Source: an optimization exercise on an open RTL-to-GDS flow (aim: small area, a short achievable clock period and few clock cycles per item). Production flows keep margins and buffers that such runs may drop. No run shown here included a check of the RTL's function; only the layout flow was run. Power figures rest on the tool's default switching activity, not on a simulated workload.

==> flow/design.v, too long to show whole: its modules and the start of the top module <==
// module dotproduct: 1566 lines
module dotproduct (
    input  logic         clk_i,
    input  logic         rst_ni,
    input  logic         start_i,
    input  logic [7:0]   nnz_i,
    input  logic [31:0]  a0_i, a1_i, a2_i, a3_i, a4_i,
                         a5_i, a6_i, a7_i, a8_i, a9_i,
    input  logic [31:0]  b0_i, b1_i, b2_i, b3_i, b4_i,
                         b5_i, b6_i, b7_i, b8_i, b9_i,
    input  logic [31:0]  c_i,
    output logic [63:0]  result_o,
    output logic         busy_o,
    output logic         result_valid_o,
    output logic [31:0]  cycle_count_o
);
  // ...
==> flow/flow/run.sh <==
#!/bin/bash
set -o pipefail
export BUFFER_PORTS_ARGS="-buffer_cell sky130_fd_sc_hd__buf_1"
bash standard.sh SYNTH_ARGS=-noabc SETUP_SLACK_MARGIN=9.25 finish > standard.log 2>&1
==> flow/standard.sh <==
#!/bin/bash
# synth_recipe.tcl (not shown) runs the flow's synth.tcl, then flattens the netlist and writes it again
# the make line also repeats each setting of config.mk as NAME=value (left out here)
make -C /OpenROAD-flow-scripts/flow DESIGN_CONFIG=/design/flow/config.mk WORK_HOME=/design/flow/orfs CLKGATE_MAP_FILE= SYNTH_SCRIPT=/design/flow/synth_recipe.tcl "${@:-finish}"
==> flow/config.mk <==
export PLATFORM = sky130hd
export DESIGN_NAME = dotproduct
export DESIGN_NICKNAME = dotproduct
export VERILOG_FILES = /design/flow/design.v
export SDC_FILE = /design/flow/constraint.sdc
export NUM_CORES = 4
export LEC_CHECK = 0
export ABC_AREA = 1
export CAP_MARGIN = 50
export CORE_MARGIN = 2
export CORE_UTILIZATION = 40
export SLEW_MARGIN = 60
==> flow/constraint.sdc <==
create_clock -name core_clock -period 15.0 [get_ports {clk_i}]
set_input_delay 3.0000 -clock core_clock [delete_from_list [all_inputs] [get_ports {clk_i}]]
set_output_delay 3.0000 -clock core_clock [all_outputs]
set_load 0.01 [all_outputs]
==> qor.csv, run 1 <==
stage;metric;value;unit
placed_design;DP HPWL;115;mm
setup_path;CP arrival;2.70;ns
clocking;clock tree buffer depth;2;
setup_path;crit start category;register;
floorplanning;Die W;261;um
run_status;status;finished clean;
setup_path;delay-heaviest family, CP;simple AND/OR/NAND/NOR gates;
cells_and_area;Final Instance Area;31400;um2
logic_synthesis;fraction of registers with async set/reset;11.6;%
timing;Min Hold Slack;0.494;ns
power_and_ir_drop;NetSw;1.36;mW
timing;setup repair after global routing missed its margin;yes;
timing;worst setup margin;9.30;ns
setup_path;Reg-to-Reg End;acc[35]$_DFF_P_;
power_and_ir_drop;Comb pwr share;55.8;%
clocking;CTS Hold Bufs;0;
drt;mean routed wirelength per cell;26.6;um
logic_synthesis;Post-synth EDFFs;0;
power_and_ir_drop;Seq. pwr;0.760;mW
floorplanning;num rows;94;
logic_synthesis;mapped cell area;26500;um2
setup_path;required time of the critical path;12.00;ns
logic_synthesis;most frequent cells after synthesis;nand2_1, inv_1, xor2_1;
cells_and_area;Fillers;7004;
logic_synthesis;number of unique standard cell types used by synthesis;51;
cells_and_area;Seq area share;10.4;%
power_and_ir_drop;top power group;combinational cells;
cells_and_area;NumNets Final;5498;
cells_and_area;Finished Layout Cells;5317;
timing;final hold vios;0;
==> run 2: changes to the inputs <==
--- a/flow/design.v
+++ b/flow/design.v
@@ -1527,17 +1527,17 @@
     assign fs709 = acc[61] ^ ms521 ^ mc584;
     assign fc710 = (acc[61] & ms521) | (acc[61] & mc584) | (ms521 & mc584);
     assign fs711 = acc[62] ^ ms522 ^ mc585;
     assign fc712 = (acc[62] & ms522) | (acc[62] & mc585) | (ms522 & mc585);
     assign fs713 = acc[63] ^ ms523 ^ mc586;
     assign fc714 = (acc[63] & ms523) | (acc[63] & mc586) | (ms523 & mc586);
     assign fsum = {fs713, fs711, fs709, fs707, fs705, fs703, fs701, fs699, fs697, fs695, fs693, fs691, fs689, fs687, fs685, fs683, fs681, fs679, fs677, fs675, fs673, fs671, fs669, fs667, fs665, fs663, fs661, fs659, fs657, fs655, fs653, fs651, fs649, fs647, fs645, fs643, fs641, fs639, fs637, fs635, fs633, fs631, fs629, fs627, fs625, fs623, fs621, fs619, fs617, fs615, fs613, fs611, fs609, fs607, fs605, fs603, fs601, fs599, fs597, fs595, fs593, fs591, fs589, fs587};
     assign fcar = {fc712, fc710, fc708, fc706, fc704, fc702, fc700, fc698, fc696, fc694, fc692, fc690, fc688, fc686, fc684, fc682, fc680, fc678, fc676, fc674, fc672, fc670, fc668, fc666, fc664, fc662, fc660, fc658, fc656, fc654, fc652, fc650, fc648, fc646, fc644, fc642, fc640, fc638, fc636, fc634, fc632, fc630, fc628, fc626, fc624, fc622, fc620, fc618, fc616, fc614, fc612, fc610, fc608, fc606, fc604, fc602, fc600, fc598, fc596, fc594, fc592, fc590, fc588, mc524};
-    localparam int BW = 4;
+    localparam int BW = 32;
     localparam int NB = 64 / BW;
     logic [NB-2:0] bc;
     logic [63:0]   bcw;
     logic [63:0]   acc_next;
     logic [NB-2:0] bc_next;
     always_comb begin
         bcw = 64'd0;
         for (int k = 1; k < NB; k++) bcw[k*BW] = bc[k-1];
==> run 2 against run 1 <==
Still clean. Flip-flop and latch count fell by 14. Worst hold slack lost 0.0035 ns. Global-route usage is 1.2 points lower. Register-to-register slack got worse by 0.33 ns. Die area fell by 1.6%. Synthesized area fell by 1.6%. Critical path type is now register to register. Highest routed layer unchanged.
==> qor.csv, run 2 <==
stage;metric;value;unit;change
setup_path;flop-to-flop setup slack;9.18;ns;
run_status;status;finished clean;;
cells_and_area;Reg with most FFs;acc;;
clocking;total CTS buffers;17;;
drt;mean routed wirelength per cell;26.0;um;-2.3%
flow_run;Max-cap violations;0;;
placed_design;GP Congestion;1.01;;
drt;Routed Antenna Nets;0;;
timing;post-route minimum period;5.82;ns;
drt;vias per cell;5.74;;
timing;Worst-Margin Slew;0.621;ns;
timing;setup TNS;0;ns;
timing;final hold vios;0;;unchanged
logic_synthesis;Post-synth EDFFs;0;;unchanged
setup_path;crit end category;register;;
hold_path;Hold Startpoint;cnt_q[1]$_DFFE_PN0P_;;
setup_path;Critical Path Fanout Max;11;;
logic_synthesis;post-synthesis sequential element count;141;;
setup_path;Reg2Reg Depth;21;;
logic_synthesis;most common cell in the netlist;nand2_1;;
setup_path;Critical Path Start;bone[4]$_DFF_P_;;
timing;final setup violation count;0;;
global_route;gr ovfl total;0;;
floorplanning;Ports;781;;
hold_path;Hold WC Path Type;register to register;;
cells_and_area;share of layout cells above drive strength 1;11.3;%;
drt;via count;30373;;
placed_design;dpl ws;8.21;ns;
power_and_ir_drop;Lkg Pwr;15.6;nW;
drt;# DRC;0;;
logic_synthesis;Mapped Cells;3789;;
hold_path;worst hold path stage count;2;;
logic_synthesis;post-synthesis adder-cell area fraction;24.5;%;
clocking;clock tree buffer depth;2;;unchanged
setup_path;crit start category;register;;
power_and_ir_drop;NetSw;1.70;mW;+24%
placed_design;DP HPWL;107;mm;-6.3%
setup_path;required time of the critical path;15.44;ns;+3.44 ns
floorplanning;Die W;259;um;-0.78%
logic_synthesis;most frequent cells after synthesis;nand2_1, inv_1, xor2_1;;
timing;Slew Limit Fails;0;;
setup_path;kind of critical path;register to register;;
cells_and_area;most frequent cells in the layout;nand2_1, buf_1, inv_1, xor2_1, o22ai_1;;
timing;Fmax achieved;172;MHz;
global_route;total global-route track usage;39.0;%;
cells_and_area;post-layout util;49.1;%;
timing;part of the cycle the worst path needs;38.8;%;
power_and_ir_drop;Reg power frac;20.7;%;
clocking;CTS H-tree depth;4;;
floorplanning;die height;259;um;
logic_synthesis;number of unique standard cell types used by synthesis;56;;+9.8%
power_and_ir_drop;Peak VDD IR;0.0914;mV;
logic_synthesis;mux contribution to synthesized area;0.576;%;
clocking;Worst-Skew Late Latency;0.51;ns;
placed_design;I/O Buffers;752;;
logic_synthesis;Synth Area in Compound Gates;15.1;%;
logic_synthesis;Top FF cell, synth;dfxtp_1;;
logic_synthesis;post-synthesis simple-gate area fraction;27.1;%;
floorplanning;Core ar.;64500;um2;
global_route;initial antenna violation count;17;;
logic_synthesis;fraction of registers with async set/reset;12.8;%;+1.2 points
logic_synthesis;synth warn;1;;
logic_synthesis;main area contributors after synthesis;fa_1, nand2_1, xor2_1, dfxtp_1, o22ai_1;;
setup_path;reg-to-reg startpoint;bone[4]$_DFF_P_;;
power_and_ir_drop;Clk pwr share;14.8;%;
logic_synthesis;Seq/Total Area, Yosys;11.2;%;
cells_and_area;Layout area overhead;21.4;%;
cells_and_area;NumNets Final;5462;;-0.65%
cells_and_area;Largest regs;acc: 64 flops, M: 32 flops, sel: 10 flops;;
cells_and_area;most common cell after layout, fill and taps aside;nand2_1;;
global_route;vias in the first global route;28475;;
logic_synthesis;Synth top area share;19.3;%;
setup_path;Reg-to-Reg End;acc[27]$_DFF_P_;;
drt;DRT iter0 DRCs;3765;;
power_and_ir_drop;Internal Power;1.65;mW;
power_and_ir_drop;Comb pwr share;64.5;%;+8.7 points
clocking;clock root buffer;clkbuf_16;;
logic_synthesis;mapped cell area;26100;um2;-1.6%
global_route;largest net degree at the start of global routing;79;;
setup_path;CP arrival;6.25;ns;+3.55 ns
floorplanning;Initial Util;40.5;%;
logic_synthesis;largest family of logic cells by synthesized area;simple AND/OR/NAND/NOR gates;;
timing;relative slew slack;58.4;%;
hold_path;worst-case hold path end point;cnt_q[1]$_DFFE_PN0P_;;
logic_synthesis;post-synthesis xor/xnor area fraction;10.3;%;
cells_and_area;Fillers;6764;;-3.4%
global_route;first-pass GRT wire length;192;mm;
logic_synthesis;Yosys top cell by area;fa_1;;
timing;Min Hold Slack;0.490;ns;-0.00355 ns
clocking;Worst-path clk slew;0.07;ns;
power_and_ir_drop;switch share;50.8;%;
clocking;CTS tree;done;;
logic_synthesis;Syn Area/Cell;6.88;um2;
clocking;TritonCTS Sinks;141;;
floorplanning;die footprint;67300;um2;
floorplanning;num rows;93;;-1.1%
drt;Pre-Repair DR Iteration Count;6;;
timing;Worst Skew;0.0206;ns;
power_and_ir_drop;Pwr Density;106;nW/um2;
drt;drt total wl;137;mm;
cells_and_area;Largest register FFs;64;;
timing;setup repair after global routing missed its margin;yes;;
timing;worst setup margin;9.18;ns;-0.118 ns
[run 2: cell count changes after synthesis, sizes merged, moves of 14 or more]
cell | before | now
xor2 | 319 | 288
buf | 117 | 142
a21oi | 83 | 107
nand3 | 150 | 167
nor3 | 38 | 22
dfxtp | 137 | 123
fa | 265 | 251
ha | 124 | 110
[run 2: through the flow]
stage | instances | power, mW | area [um2]
2_1_floorplan | 3816 | 1.85 | 26200
3_3_place_gp | 5182 | 2.46 | 28900
3_5_place_dp | 5189 | 2.44 | 29200
4_1_cts | 5257 | 2.99 | 30600
5_1_grt | 5289 | 3.56 | 31700
6_report | 5292 | 3.34 | 31700
[run 2: cell families (layout without fill, tap and decap cells)]
logic type	count (synthesis)	in the layout
multiplexers	15	15
flip-flops	141	141
AO/OA/AOI/OAI	641	641
other	1	34
buffers and inverters	640	1255
adder cells (fa/ha/maj)	361	361
XOR/XNOR	306	306
AND/OR/NAND/NOR	1684	1684
[run 2: power by group through the flow]
stage / Combinational, mW / Clock, mW / Sequential [mW]
floorplan: 1.25 / 0 / 0.595
global placement: 1.77 / 0 / 0.690
detailed placement: 1.75 / 0 / 0.688
CTS: 1.80 / 0.499 / 0.683
global route: 2.35 / 0.512 / 0.701
finish: 2.16 / 0.496 / 0.691
[run 2: final cells by class]
type                    count  area [um2]  area share (%)
diodes                      6        15.0          0.0474
clock buffers              21         482            1.52
clock inverters            11         179           0.565
inverters                 350        1420            4.47
multi-input cells        3035       21400            67.7
flip-flops and latches    141        2980            9.42
well taps                 855        1070            3.38
repair buffers            873        4080            12.9
[run 2: how the worst max path moves through the flow]
stage | to | slack, ns | cells after the start
finish | acc[27]$_DFF_P_ | 9.18 | 21
floorplan | acc[55]$_DFF_P_ | 9.34 | 26
detailed placement | acc[58]$_DFF_P_ | 8.21 | 22
global route | acc[63]$_DFF_P_ | 8.99 | 24
global placement | acc[58]$_DFF_P_ | 8.21 | 22
CTS | result_o[62] | 9.16 | 12
[run 2: worst max-delay path, cell delays in order (launching register included)]
cell and delay, ns:
dfxtp_4 0.36, clkinvlp_4 0.19, buf_6 0.21, o22ai_1 0.19, xor2_1 0.22, fa_1 0.49, fa_1 0.58, fa_1 0.47
fa_2 0.66, buf_4 0.15, nand2_1 0.06, o21ai_2 0.11, fa_2 0.48, ha_4 0.33, nand2_2 0.12, nor4_4 0.27
nand3_1 0.14, nand3_2 0.18, a21o_1 0.17, xor2_2 0.19, nand2_1 0.08, nand2_1 0.07
[run 2: per-layer routing]
layer / share of wire, % / up-vias / routed length [um] / GRT usage, %
met5: 0.27 / - / 376 / 2.14
li1: - / 13575 / - / -
met3: 11 / 339 / 15700 / 11.5
met1: 40 / 14483 / 55000 / 51.7
met4: 4.6 / 20 / 6330 / 15.4
met2: 44 / 1956 / 59900 / 59.4
[run 2: what timing repair did]
item / CTS / global route
resized for setup: 121 / 195
cloned: 3 / 3
setup endpoints to repair: 50 / 44
setup buffers: 33 / 25
pin swaps: 19 / 48
hold buffers: 0 / 0

re-timing with driven ports:
In the flow no input, the clock included, has a driving cell. The finished layouts below were timed again as built, in two steps.
Step 1 (the two cells are an assumption about what drives the block):
set clk [get_ports {clk_i}]
set_driving_cell -lib_cell sky130_fd_sc_hd__clkbuf_16 $clk
set_driving_cell -lib_cell sky130_fd_sc_hd__buf_2 [delete_from_list [all_inputs] $clk]
Step 2 moves the port delays by t, midway between the first and last clock arrival at a register: inputs arrive t later, outputs are due t later. That takes back most of the time a late clock gives input paths.
a / b / c = no drivers / after step 1 / after step 2; a / b = the first two.
| run | t, ns | slack for setup (ns) | worst setup path at the end |
|---|---|---|---|
| run 1 | 0.532 | 9.302 / 9.243 / 9.356 | input to register |
| run 2 | 0.567 | 9.184 / 9.184 / 9.184 | register to register |
After both steps setup and hold are still met in every run listed.
